This design comes from an exercise in tuning for small area on the open sky130 flow, not from production work.
Function was checked by simulation only, so behaviour that the tests miss may differ from the original.
The flow treats the clock pin as an ideal source. Dropping or thinning the clock tree relies on that and would not hold on a real chip.
Power and IR drop assume default switching activity.

Design PIEZO_reality_and_damedame, start of the top module:
module PIEZO_reality_and_damedame(RESETN, CLK_1MHZ, A, T, SONG);
For scale: ~510 cells after synthesis, about 82 flip-flops, roughly 5 I/O pins, about 0.0038 mm² of cells after synthesis.
export LEC_CHECK = 0
export ABC_AREA = 1
export CAP_MARGIN = 20
export CORE_MARGIN = 2
export CORE_UTILIZATION = 40
export SLEW_MARGIN = 20
create_clock -name core_clock -period 10.0 [get_ports {CLK_1MHZ}]
standard.sh (not shown) runs the stock make flow with config.mk's settings and CLKGATE_MAP_FILE= SYNTH_SCRIPT=/design/flow/synth_recipe.tcl, a recipe that flattens the netlist after the stock synthesis.
==> flow/flow/run.sh <==
#!/bin/bash
# The standard layout (standard.sh) with two synthesis changes, both in the
# combinational mapping only (registers are mapped before either step, so they
# are the standard synthesis's registers, same names and cell types):
#  - ABC maps with an area-oriented script (flow/abc_area.script) in place of
#    ORFS's delay-oriented one;
#  - Yosys's half/full-adder extraction (extract_fa) is skipped, so ABC sees
#    the adder logic as plain gates.
# and one layout change: clock tree synthesis runs with the arguments in
# flow/cts_args.txt (no dummy loads on the clock tree's leaves).
# Every other step is ORFS's own, run through standard.sh's make command.
set -euo pipefail
HERE=$(pwd)
rm -rf "$HERE/scripts_custom"
cp -r "$FLOW_HOME/scripts" "$HERE/scripts_custom"
cp "$HERE/flow/abc_area.script" "$HERE/scripts_custom/abc_area.script"
awk '/# extract the full adders/ {skip=1} /dont_use_after_adder_step/ {skip=0} !skip' \
  "$FLOW_HOME/scripts/synth.tcl" > "$HERE/scripts_custom/synth.tcl"
! grep -q extract_fa "$HERE/scripts_custom/synth.tcl"
CTS_ARGS=$(cat "$HERE/flow/cts_args.txt")
sed "s|make -C \([^ ]*\) |make -C \1 SCRIPTS_DIR=$HERE/scripts_custom ABC_AREA=1 CTS_ARGS='$CTS_ARGS' |" standard.sh > custom.sh
grep -q "SCRIPTS_DIR=$HERE/scripts_custom" custom.sh
bash custom.sh synth > synth.log 2>&1
bash custom.sh > layout.log 2>&1
test -s out/final.def
==> flow/flow/abc_area.script <==
strash
dc2
balance
rewrite
refactor
balance
rewrite
rewrite -z
balance
refactor -z
rewrite -z
balance
dch -f
amap
==> flow/flow/cts_args.txt <==
-sink_clustering_enable -repair_clock_nets -dont_use_dummy_load -root_buf sky130_fd_sc_hd__clkbuf_8 -buf_list sky130_fd_sc_hd__clkbuf_4
Rerun with:
==> flow/flow/abc_area.script (replaced) <==
strash
dc2
balance
rewrite
refactor
balance
rewrite
rewrite -z
balance
refactor -z
rewrite -z
balance
&get -n
&deepsyn -T 60
&put
balance
rewrite
refactor
balance
rewrite
rewrite -z
balance
refactor -z
rewrite -z
balance
dch -f
amap
==> flow/flow/cts_args.txt (replaced) <==
-sink_clustering_enable -repair_clock_nets -dont_use_dummy_load
Utilization went down by 1.1 points. Maximum frequency came out higher slightly. Hold slack is worse by 0.0062 ns. Synthesized cell count drops by a few percent. Wire length falls by a little under a tenth. Register-to-register slack degrades by 0.47 ns. Clock power hardly moves.
Rerun with:
==> flow/flow/abc_area.script (replaced) <==
strash
dc2
balance
rewrite
refactor
balance
rewrite
rewrite -z
balance
refactor -z
rewrite -z
balance
dch -f
amap
==> flow/flow/cts_args.txt (replaced) <==
-sink_clustering_enable -repair_clock_nets -dont_use_dummy_load -sink_buffer_max_cap_derate 1.0 -buf_list sky130_fd_sc_hd__clkbuf_16
=> The changed run completed without violations. Maximum frequency is lower by 1.6%. Routed wire length grows by 9.1%. Cell area rises by 6.9%. Via count rose by about 7%. Synthesized cell count increases by 4.9%. Area after synthesis went up by about 4%. Register-to-register slack improves by 0.46 ns. Sequential share of layout area falls by 2.8 points. Flip-flop and latch count stays the same. Global-route usage rises by 1.0 points. Die area rises by about 3.8%.
Rerun with:
==> flow/flow/cts_args.txt (replaced) <==
-sink_clustering_enable -repair_clock_nets -dont_use_dummy_load -sink_clustering_size 50 -sink_clustering_max_diameter 500 -wire_unit 100
=> Power is higher by 11%; via count rises by 0.61%; setup slack stays flat; die area does not change; global-route usage falls by 0.28 points; count of clock-buffer cells in the layout grows by 4; non-clock buffer count does not change; area after synthesis stays the same.

---

Another version of the RTL of PIEZO_reality_and_damedame (not shown whole).
Size in the first run: about 530 cells after synthesis, about 5 I/O pins.
==> flow/config.mk <==
export PLATFORM = sky130hd
export DESIGN_NAME = PIEZO_reality_and_damedame
export DESIGN_NICKNAME = PIEZO_reality_and_damedame
export VERILOG_FILES = /design/flow/design.v
export SDC_FILE = /design/flow/constraint.sdc
export NUM_CORES = 4
export LEC_CHECK = 0
export ABC_AREA = 1
export CAP_MARGIN = 20
export CORE_MARGIN = 2
export CORE_UTILIZATION = 40
export SLEW_MARGIN = 20
==> flow/constraint.sdc <==
create_clock -name core_clock -period 10.0 [get_ports {CLK_1MHZ}]
set_input_delay 2.0000 -clock core_clock [delete_from_list [all_inputs] [get_ports {CLK_1MHZ}]]
set_output_delay 2.0000 -clock core_clock [all_outputs]
set_load 0.01 [all_outputs]
==> flow/flow/abc_area.script <==
strash
dc2
balance
rewrite
refactor
balance
rewrite
rewrite -z
balance
refactor -z
rewrite -z
balance
dch -f
amap
==> flow/flow/cts_args.txt <==
-repair_clock_nets -dont_use_dummy_load
Scripts as last shown in full above: flow/flow/run.sh
Next try:
==> flow/flow/run.sh (replaced) <==
#!/bin/bash
# Standard ORFS layout (the standard.sh), with one change: synthesis maps
# the combinational logic with an area-oriented ABC script (flow/abc_area.script)
# in place of ORFS's delay-oriented one. Registers are mapped before ABC runs,
# so they are the standard synthesis's registers.
set -euo pipefail
HERE=$(pwd)
rm -rf "$HERE/scripts_custom"
cp -r "$FLOW_HOME/scripts" "$HERE/scripts_custom"
cp "$HERE/flow/abc_area.script" "$HERE/scripts_custom/abc_area.script"
sed "s|make -C \([^ ]*\) |make -C \1 SCRIPTS_DIR=$HERE/scripts_custom ABC_AREA=1 |" standard.sh > custom.sh
grep -q "SCRIPTS_DIR=$HERE/scripts_custom" custom.sh
bash custom.sh synth > synth.log 2>&1
bash custom.sh > layout.log 2>&1
test -s out/final.def
removed: flow/flow/cts_args.txt
Effect:
- setup slack gets worse by 0.12 ns
- register-to-register slack is worse by 0.56 ns
- worst hold slack gains 0.016 ns
- power rose by roughly a tenth
- non-clock buffer count is higher by 1
- critical path depth stays the same
- area after synthesis goes up by roughly a tenth
- count of clock-buffer cells in the layout is higher by 1
- sequential cell count is unchanged
Next try:
==> flow/flow/run.sh (replaced) <==
#!/bin/bash
# The standard layout (standard.sh) with two synthesis changes, both in the
# combinational mapping only (registers are mapped before either step, so they
# are the standard synthesis's registers, same names and cell types):
#  - ABC maps with an area-oriented script (flow/abc_area.script) in place of
#    ORFS's delay-oriented one;
#  - Yosys's half/full-adder extraction (extract_fa) is skipped, so ABC sees
#    the adder logic as plain gates.
# and one layout change: clock tree synthesis runs with the arguments in
# flow/cts_args.txt (no dummy loads on the clock tree's leaves).
# Every other step is ORFS's own, run through standard.sh's make command.
set -euo pipefail
HERE=$(pwd)
rm -rf "$HERE/scripts_custom"
cp -r "$FLOW_HOME/scripts" "$HERE/scripts_custom"
cp "$HERE/flow/abc_area.script" "$HERE/scripts_custom/abc_area.script"
awk '/# extract the full adders/ {skip=1} /dont_use_after_adder_step/ {skip=0} !skip' \
  "$FLOW_HOME/scripts/synth.tcl" > "$HERE/scripts_custom/synth.tcl"
! grep -q extract_fa "$HERE/scripts_custom/synth.tcl"
CTS_ARGS=$(cat "$HERE/flow/cts_args.txt")
sed "s|make -C \([^ ]*\) |make -C \1 SCRIPTS_DIR=$HERE/scripts_custom ABC_AREA=1 CTS_ARGS='$CTS_ARGS' |" standard.sh > custom.sh
grep -q "SCRIPTS_DIR=$HERE/scripts_custom" custom.sh
bash custom.sh synth > synth.log 2>&1
bash custom.sh > layout.log 2>&1
test -s out/final.def
--- a/flow/flow/abc_area.script
+++ b/flow/flow/abc_area.script
@@ -12,0 +13,13 @@
+&get -n
+&deepsyn -T 60
+&put
+balance
+rewrite
+refactor
+balance
+rewrite
+rewrite -z
+balance
+refactor -z
+rewrite -z
+balance
==> flow/flow/cts_args.txt (new file) <==
-sink_clustering_enable -repair_clock_nets -dont_use_dummy_load
What happened:
- total power falls by roughly a tenth
- worst hold slack got worse by 0.0064 ns
- non-clock buffer count went down by 1
- cell area is lower by roughly a tenth
- routed wire length went down by roughly a tenth
- core utilization increases by 0.48 points
- clock-buffer cell count decreases by 1
- register-to-register slack gets better by 0.48 ns
- combinational power rises by well over a third
- worst setup slack gets better by 0.065 ns
- clock power goes down by a quarter to a third
Next try:
==> flow/flow/abc_area.script (replaced) <==
strash
dc2
balance
rewrite
refactor
balance
rewrite
rewrite -z
balance
refactor -z
rewrite -z
balance
dch -f
amap
==> flow/flow/cts_args.txt (replaced) <==
-sink_clustering_enable -repair_clock_nets -dont_use_dummy_load -sink_clustering_size 40 -sink_clustering_max_diameter 200 -sink_clustering_levels 1 -buf_list sky130_fd_sc_hd__clkbuf_16
The changed run ran to the end with no violations.
Global-route usage went up by 0.80 points.
Count of clock-buffer cells in the layout does not change.
Worst setup slack gains 0.057 ns.
Routed wire length is higher by 7.0%.
Power grows by 14%.
Sequential power barely changes.
Final area climbs by 4.9%.
Via count goes up by 6.0%.
Sequential share of layout area came out lower by 1.9 points.

---

PIEZO_reality_and_damedame again, from the RTL that the note above started with.
==> flow/config.mk <==
export PLATFORM = sky130hd
export DESIGN_NAME = PIEZO_reality_and_damedame
export DESIGN_NICKNAME = PIEZO_reality_and_damedame
export VERILOG_FILES = /design/flow/design.v
export SDC_FILE = /design/flow/constraint.sdc
export NUM_CORES = 4
export LEC_CHECK = 0
export ABC_AREA = 1
export CAP_MARGIN = 20
export CORE_MARGIN = 2
export CORE_UTILIZATION = 40
export SLEW_MARGIN = 20
==> flow/constraint.sdc <==
create_clock -name core_clock -period 10.0 [get_ports {CLK_1MHZ}]
set_input_delay 2.0000 -clock core_clock [delete_from_list [all_inputs] [get_ports {CLK_1MHZ}]]
set_output_delay 2.0000 -clock core_clock [all_outputs]
set_load 0.01 [all_outputs]
run.sh (not shown) runs the stock make flow with config.mk's settings and CLKGATE_MAP_FILE= SYNTH_SCRIPT=/design/flow/synth_recipe.tcl, a recipe that flattens the netlist after the stock synthesis.
Stock flow here: none of the scripts above is used.
The starting point completed with no timing, DRC or antenna violations.
Change:
==> flow/flow/run.sh (new file) <==
#!/bin/bash
# The standard layout (standard.sh) with two synthesis changes, both in the
# combinational mapping only (registers are mapped before either step, so they
# are the standard synthesis's registers, same names and cell types):
#  - ABC maps with an area-oriented script (flow/abc_area.script) in place of
#    ORFS's delay-oriented one;
#  - Yosys's half/full-adder extraction (extract_fa) is skipped, so ABC sees
#    the adder logic as plain gates.
# Every other step is ORFS's own, run through standard.sh's make command.
set -euo pipefail
HERE=$(pwd)
rm -rf "$HERE/scripts_custom"
cp -r "$FLOW_HOME/scripts" "$HERE/scripts_custom"
cp "$HERE/flow/abc_area.script" "$HERE/scripts_custom/abc_area.script"
awk '/# extract the full adders/ {skip=1} /dont_use_after_adder_step/ {skip=0} !skip' \
  "$FLOW_HOME/scripts/synth.tcl" > "$HERE/scripts_custom/synth.tcl"
! grep -q extract_fa "$HERE/scripts_custom/synth.tcl"
sed "s|make -C \([^ ]*\) |make -C \1 SCRIPTS_DIR=$HERE/scripts_custom ABC_AREA=1 |" standard.sh > custom.sh
grep -q "SCRIPTS_DIR=$HERE/scripts_custom" custom.sh
bash custom.sh synth > synth.log 2>&1
bash custom.sh > layout.log 2>&1
test -s out/final.def
==> flow/flow/abc_area.script (new file) <==
strash
dc2
balance
rewrite
refactor
balance
rewrite
rewrite -z
balance
refactor -z
rewrite -z
balance
dch -f
amap
==> flow/standard.sh (new file) <==
#!/bin/bash
# synth_recipe.tcl (not shown) runs the flow's synth.tcl, then flattens the netlist and writes it again
# the make line also repeats each setting of config.mk as NAME=value (left out here)
make -C /OpenROAD-flow-scripts/flow DESIGN_CONFIG=/design/flow/config.mk WORK_HOME=/design/flow/orfs CLKGATE_MAP_FILE= SYNTH_SCRIPT=/design/flow/synth_recipe.tcl "${@:-finish}"
CTS_BUF_LIST = sky130_fd_sc_hd__clkbuf_8   (was default)
CTS_CLUSTER_DIAMETER = 80   (was default)
CTS_CLUSTER_SIZE = 20   (was default)
removed: flow/run.sh
What happened:
- maximum frequency rises by about 1.4%
- flip-flop and latch count is unchanged
- clock-buffer cell count falls by 1
- via count drops by about 21%
- die area drops by 21%
- setup slack gets better by 0.074 ns
- register-to-register slack loses 0.97 ns
Change:
--- a/flow/flow/run.sh
+++ b/flow/flow/run.sh
@@ -8,0 +9,2 @@
+# and one layout change: clock tree synthesis runs with the arguments in
+# flow/cts_args.txt (no dummy loads on the clock tree's leaves).
@@ -18 +20,2 @@
-sed "s|make -C \([^ ]*\) |make -C \1 SCRIPTS_DIR=$HERE/scripts_custom ABC_AREA=1 |" standard.sh > custom.sh
+CTS_ARGS=$(cat "$HERE/flow/cts_args.txt")
+sed "s|make -C \([^ ]*\) |make -C \1 SCRIPTS_DIR=$HERE/scripts_custom ABC_AREA=1 CTS_ARGS='$CTS_ARGS' |" standard.sh > custom.sh
==> flow/flow/cts_args.txt (new file) <==
-sink_clustering_enable -repair_clock_nets -dont_use_dummy_load
CTS_BUF_LIST = default   (was sky130_fd_sc_hd__clkbuf_8)
CTS_CLUSTER_DIAMETER = default   (was 80)
CTS_CLUSTER_SIZE = default   (was 20)
After rerunning: The changed run finished clean; synthesized area is unchanged; wire length fell by 0.63%; global-route usage stays flat; worst setup slack is about the same; clock power fell by 35%; fmax hardly moves.
Change:
--- a/flow/flow/run.sh
+++ b/flow/flow/run.sh
@@ -9,2 +8,0 @@
-# and one layout change: clock tree synthesis runs with the arguments in
-# flow/cts_args.txt (no dummy loads on the clock tree's leaves).
@@ -20,2 +18 @@
-CTS_ARGS=$(cat "$HERE/flow/cts_args.txt")
-sed "s|make -C \([^ ]*\) |make -C \1 SCRIPTS_DIR=$HERE/scripts_custom ABC_AREA=1 CTS_ARGS='$CTS_ARGS' |" standard.sh > custom.sh
+sed "s|make -C \([^ ]*\) |make -C \1 SCRIPTS_DIR=$HERE/scripts_custom ABC_AREA=1 |" standard.sh > custom.sh
removed: flow/flow/cts_args.txt
Outcome:
- total power went up by 18%
- combinational power stays flat
- design area came out higher by 2.5%
Change:
--- a/flow/flow/run.sh
+++ b/flow/flow/run.sh
@@ -8,0 +9,2 @@
+# and one layout change: clock tree synthesis runs with the arguments in
+# flow/cts_args.txt (no dummy loads on the clock tree's leaves).
@@ -18 +20,2 @@
-sed "s|make -C \([^ ]*\) |make -C \1 SCRIPTS_DIR=$HERE/scripts_custom ABC_AREA=1 |" standard.sh > custom.sh
+CTS_ARGS=$(cat "$HERE/flow/cts_args.txt")
+sed "s|make -C \([^ ]*\) |make -C \1 SCRIPTS_DIR=$HERE/scripts_custom ABC_AREA=1 CTS_ARGS='$CTS_ARGS' |" standard.sh > custom.sh
==> flow/flow/cts_args.txt (new file) <==
-sink_clustering_enable -repair_clock_nets -dont_use_dummy_load -sink_clustering_size 30 -sink_clustering_max_diameter 150 -buf_list sky130_fd_sc_hd__clkbuf_8
Effect: The changed run completed without violations. Worst hold slack is worse by 0.014 ns. Count of clock-buffer cells in the layout does not change. Wire length went down by 0.63%. Total power is lower by 15%. Cell area is lower by about 2.4%. Setup slack stays flat. First-iteration DRC count fell by 5.4%.

---

red:
PIEZO_reality_and_damedame with an RTL version that a note above also has.
For scale: about 510 cells after synthesis, ~82 flip-flops, roughly 5 I/O pins, roughly 3800 um^2 of cells after synthesis.
clock: 10.0 ns
lec_check: 0
abc_area: 1
cap_margin: 20
core_margin: 2
core_utilization: 40
slew_margin: 20
standard.sh (not shown) runs the stock make flow with config.mk's settings and CLKGATE_MAP_FILE= SYNTH_SCRIPT=/design/flow/synth_recipe.tcl, a recipe that flattens the netlist after the stock synthesis.
==> flow/flow/run.sh <==
#!/bin/bash
# The standard layout (standard.sh) with two synthesis changes, both in the
# combinational mapping only (registers are mapped before either step, so they
# are the standard synthesis's registers, same names and cell types):
#  - ABC maps with an area-oriented script (flow/abc_area.script) in place of
#    ORFS's delay-oriented one;
#  - Yosys's half/full-adder extraction (extract_fa) is skipped, so ABC sees
#    the adder logic as plain gates.
# and one layout change: the clock tree is flow/clock_buffer.tcl (the clock
# port drives three clkbuf_8 cells, each driving a third of the flip-flops)
# in place of TritonCTS's H-tree; the rest of ORFS's CTS step (timing
# repair, legalisation) runs as usual.
# Every other step is ORFS's own, run through standard.sh's make command.
set -euo pipefail
HERE=$(pwd)
rm -rf "$HERE/scripts_custom"
cp -r "$FLOW_HOME/scripts" "$HERE/scripts_custom"
cp "$HERE/flow/abc_area.script" "$HERE/scripts_custom/abc_area.script"
awk '/# extract the full adders/ {skip=1} /dont_use_after_adder_step/ {skip=0} !skip' \
  "$FLOW_HOME/scripts/synth.tcl" > "$HERE/scripts_custom/synth.tcl"
! grep -q extract_fa "$HERE/scripts_custom/synth.tcl"
# clock tree: flow/clock_buffer.tcl in place of TritonCTS's clock_tree_synthesis
grep -q '^log_cmd clock_tree_synthesis {\*}\$cts_args$' "$FLOW_HOME/scripts/cts.tcl"
sed "s|^log_cmd clock_tree_synthesis {\*}\$cts_args$|source $HERE/flow/clock_buffer.tcl|" \
  "$FLOW_HOME/scripts/cts.tcl" > "$HERE/scripts_custom/cts.tcl"
grep -q "source $HERE/flow/clock_buffer.tcl" "$HERE/scripts_custom/cts.tcl"
sed "s|make -C \([^ ]*\) |make -C \1 SCRIPTS_DIR=$HERE/scripts_custom ABC_AREA=1 |" standard.sh > custom.sh
grep -q "SCRIPTS_DIR=$HERE/scripts_custom" custom.sh
bash custom.sh synth > synth.log 2>&1
bash custom.sh > layout.log 2>&1
test -s out/final.def
==> flow/flow/clock_buffer.tcl <==
# Clock buffering in place of TritonCTS's H-tree, for this small design: the
# clock port drives nx * ny clock buffers; the flip-flops are split into an
# nx-by-ny grid of equal-sized groups (by x, then by y within each column) and
# each group is driven by one buffer placed at the group's centroid.
set nx 3
set ny 1
set bufcell sky130_fd_sc_hd__buf_12
set block [ord::get_db_block]
set db [ord::get_db]
set clk_port_net [$block findNet CLK_1MHZ]
set master [$db findMaster $bufcell]
set sinks {}
foreach it [$clk_port_net getITerms] {
  set xy [$it getAvgXY]
  lappend sinks [list [lindex $xy 1] [lindex $xy 2] $it]
}
set sinks [lsort -real -index 0 $sinks]
set n [llength $sinks]
puts "clock_buffer: $n sinks, [expr {$nx * $ny}] x $bufcell"
set b 0
for {set i 0} {$i < $nx} {incr i} {
  set col [lrange $sinks [expr {$i * $n / $nx}] [expr {($i + 1) * $n / $nx - 1}]]
  set col [lsort -real -index 1 $col]
  set m [llength $col]
  for {set j 0} {$j < $ny} {incr j} {
    set grp [lrange $col [expr {$j * $m / $ny}] [expr {($j + 1) * $m / $ny - 1}]]
    set inst [odb::dbInst_create $block $master "clkbuf_${b}_CLK_1MHZ"]
    set net [odb::dbNet_create $block "clknet_${b}_CLK_1MHZ"]
    $net setSigType CLOCK
    set sx 0; set sy 0
    foreach s $grp {
      set it [lindex $s 2]
      $it disconnect
      $it connect $net
      set sx [expr {$sx + [lindex $s 0]}]
      set sy [expr {$sy + [lindex $s 1]}]
    }
    [$inst findITerm A] connect $clk_port_net
    [$inst findITerm X] connect $net
    $inst setLocation [expr {int($sx / [llength $grp])}] [expr {int($sy / [llength $grp])}]
    $inst setPlacementStatus PLACED
    incr b
  }
}
$clk_port_net setSigType CLOCK
set_propagated_clock [all_clocks]
Other scripts of this flow, unchanged in this note and not shown: flow/flow/abc_area.script
What blue does differently from red at the input level:
diff --git a/flow/flow/clock_buffer.tcl b/flow/flow/clock_buffer.tcl
--- a/flow/flow/clock_buffer.tcl
+++ b/flow/flow/clock_buffer.tcl
@@ -4,4 +4,4 @@
 # each group is driven by one buffer placed at the group's centroid.
-set nx 3
-set ny 1
+set nx 2
+set ny 2
 set bufcell sky130_fd_sc_hd__buf_12
--- outcome ---
- blue went all the way through synthesis, placement and routing and the layout is clean on timing, DRC and antenna.
- Looking at blue and red, the met1 routing resource usage after global routing is a wash.
- Compared with red, in blue final period utilization did not really move, total negative slack did not really move, total leakage power went up, total number of vias did not really move, internal power went up.
- Compared with red, blue shows a lower met2 routed wirelength.
- Compare blue and red | first-pass GRT wire length higher: red
- Fraction of power spent switching nets came out lower on blue than on red.
- red was smaller in final cell area than blue.
- Between blue and red, it is blue whose transition time of the tightest slew-check pin is higher, by 0.0094 ns.
--- input diff blue..green ---
diff --git a/flow/flow/clock_buffer.tcl b/flow/flow/clock_buffer.tcl
--- a/flow/flow/clock_buffer.tcl
+++ b/flow/flow/clock_buffer.tcl
@@ -6,3 +6,3 @@
 set ny 2
-set bufcell sky130_fd_sc_hd__buf_12
+set bufcell sky130_fd_sc_hd__buf_8
 set block [ord::get_db_block]
==> comparison <==
green vs. blue: part of the cycle the worst path needs was more or less identical, power share of the clock group lost 2.7 points, cell internal power dissipation dropped 4.7%.
Total power was higher in the run labelled blue.
Largest net degree at the start of global routing of blue is on par with green.
No run of this note takes its clock network from TritonCTS; it comes from the design's own scripts or RTL.

-- re-timing with driven ports --
Ports are ideal in the flow. The routed layouts listed here were re-timed in OpenROAD.
Step 1 assumes that a clkbuf_16 drives the clock port and a buf_2 every other input.
Step 2, shift: input delay + t, output delay - t, t = (earliest + latest rising clock arrival at the registers) / 2. This alone moves slack from input paths to output paths.
Three values: ideal, step 1, step 2; two values: the first two.
| run | t, ns | setup WS [ns] | hold WS [ns] | worst slew at a driven data input, ns | cell pins on the clock port's net |
|---|---|---|---|---|---|
| the first run of note 1 | 0.362 | 4.647 / 4.622 / 4.622 | 0.401 / 0.401 / 0.401 | 0.03 | 1 |
| the second run of note 1 | 0.368 | 4.731 / 4.706 / 4.706 | 0.395 / 0.395 / 0.395 | 0.03 | 1 |
| the third run of note 1 | 0.352 | 4.647 / 4.622 / 4.622 | 0.400 / 0.400 / 0.400 | 0.03 | 1 |
| the fourth run of note 1 | 0.443 | 4.647 / 4.622 / 4.622 | 0.401 / 0.401 / 0.401 | 0.03 | 1 |
| the first run of note 2 | 0.365 | 4.693 / 4.664 / 4.664 | 0.405 / 0.405 / 0.405 | 0.03 | 1 |
| the second run of note 2 | 0.380 | 4.571 / 4.538 / 4.538 | 0.421 / 0.421 / 0.421 | 0.03 | 1 |
| the third run of note 2 | 0.373 | 4.636 / 4.611 / 4.611 | 0.415 / 0.415 / 0.415 | 0.03 | 1 |
| the fourth run of note 2 | 0.360 | 4.693 / 4.664 / 4.664 | 0.408 / 0.408 / 0.408 | 0.03 | 1 |
| the first run of note 3 | 0.372 | 4.619 / 4.595 / 4.595 | 0.424 / 0.424 / 0.424 | 0.05 | 1 |
| the second run of note 3 | 0.381 | 4.693 / 4.664 / 4.664 | 0.419 / 0.419 / 0.419 | 0.03 | 1 |
| the third run of note 3 | 0.365 | 4.693 / 4.664 / 4.664 | 0.405 / 0.405 / 0.405 | 0.03 | 1 |
| the fourth run of note 3 | 0.381 | 4.693 / 4.664 / 4.664 | 0.419 / 0.419 / 0.419 | 0.03 | 1 |
| the fifth run of note 3 | 0.365 | 4.693 / 4.664 / 4.664 | 0.405 / 0.405 / 0.405 | 0.03 | 1 |
| red | 0.199 | 4.647 / 4.622 / 4.622 | 0.408 / 0.408 / 0.408 | 0.03 | 3 |
| blue | 0.198 | 4.647 / 4.622 / 4.622 | 0.406 / 0.406 / 0.406 | 0.03 | 4 |
| green | 0.203 | 4.647 / 4.622 / 4.622 | 0.407 / 0.407 / 0.407 | 0.03 | 4 |
After both steps every run listed still meets setup and hold. The setup slack of the second run of note 2, which loses most, moves by -0.033 ns with the drivers and by -0.033 ns with both steps.
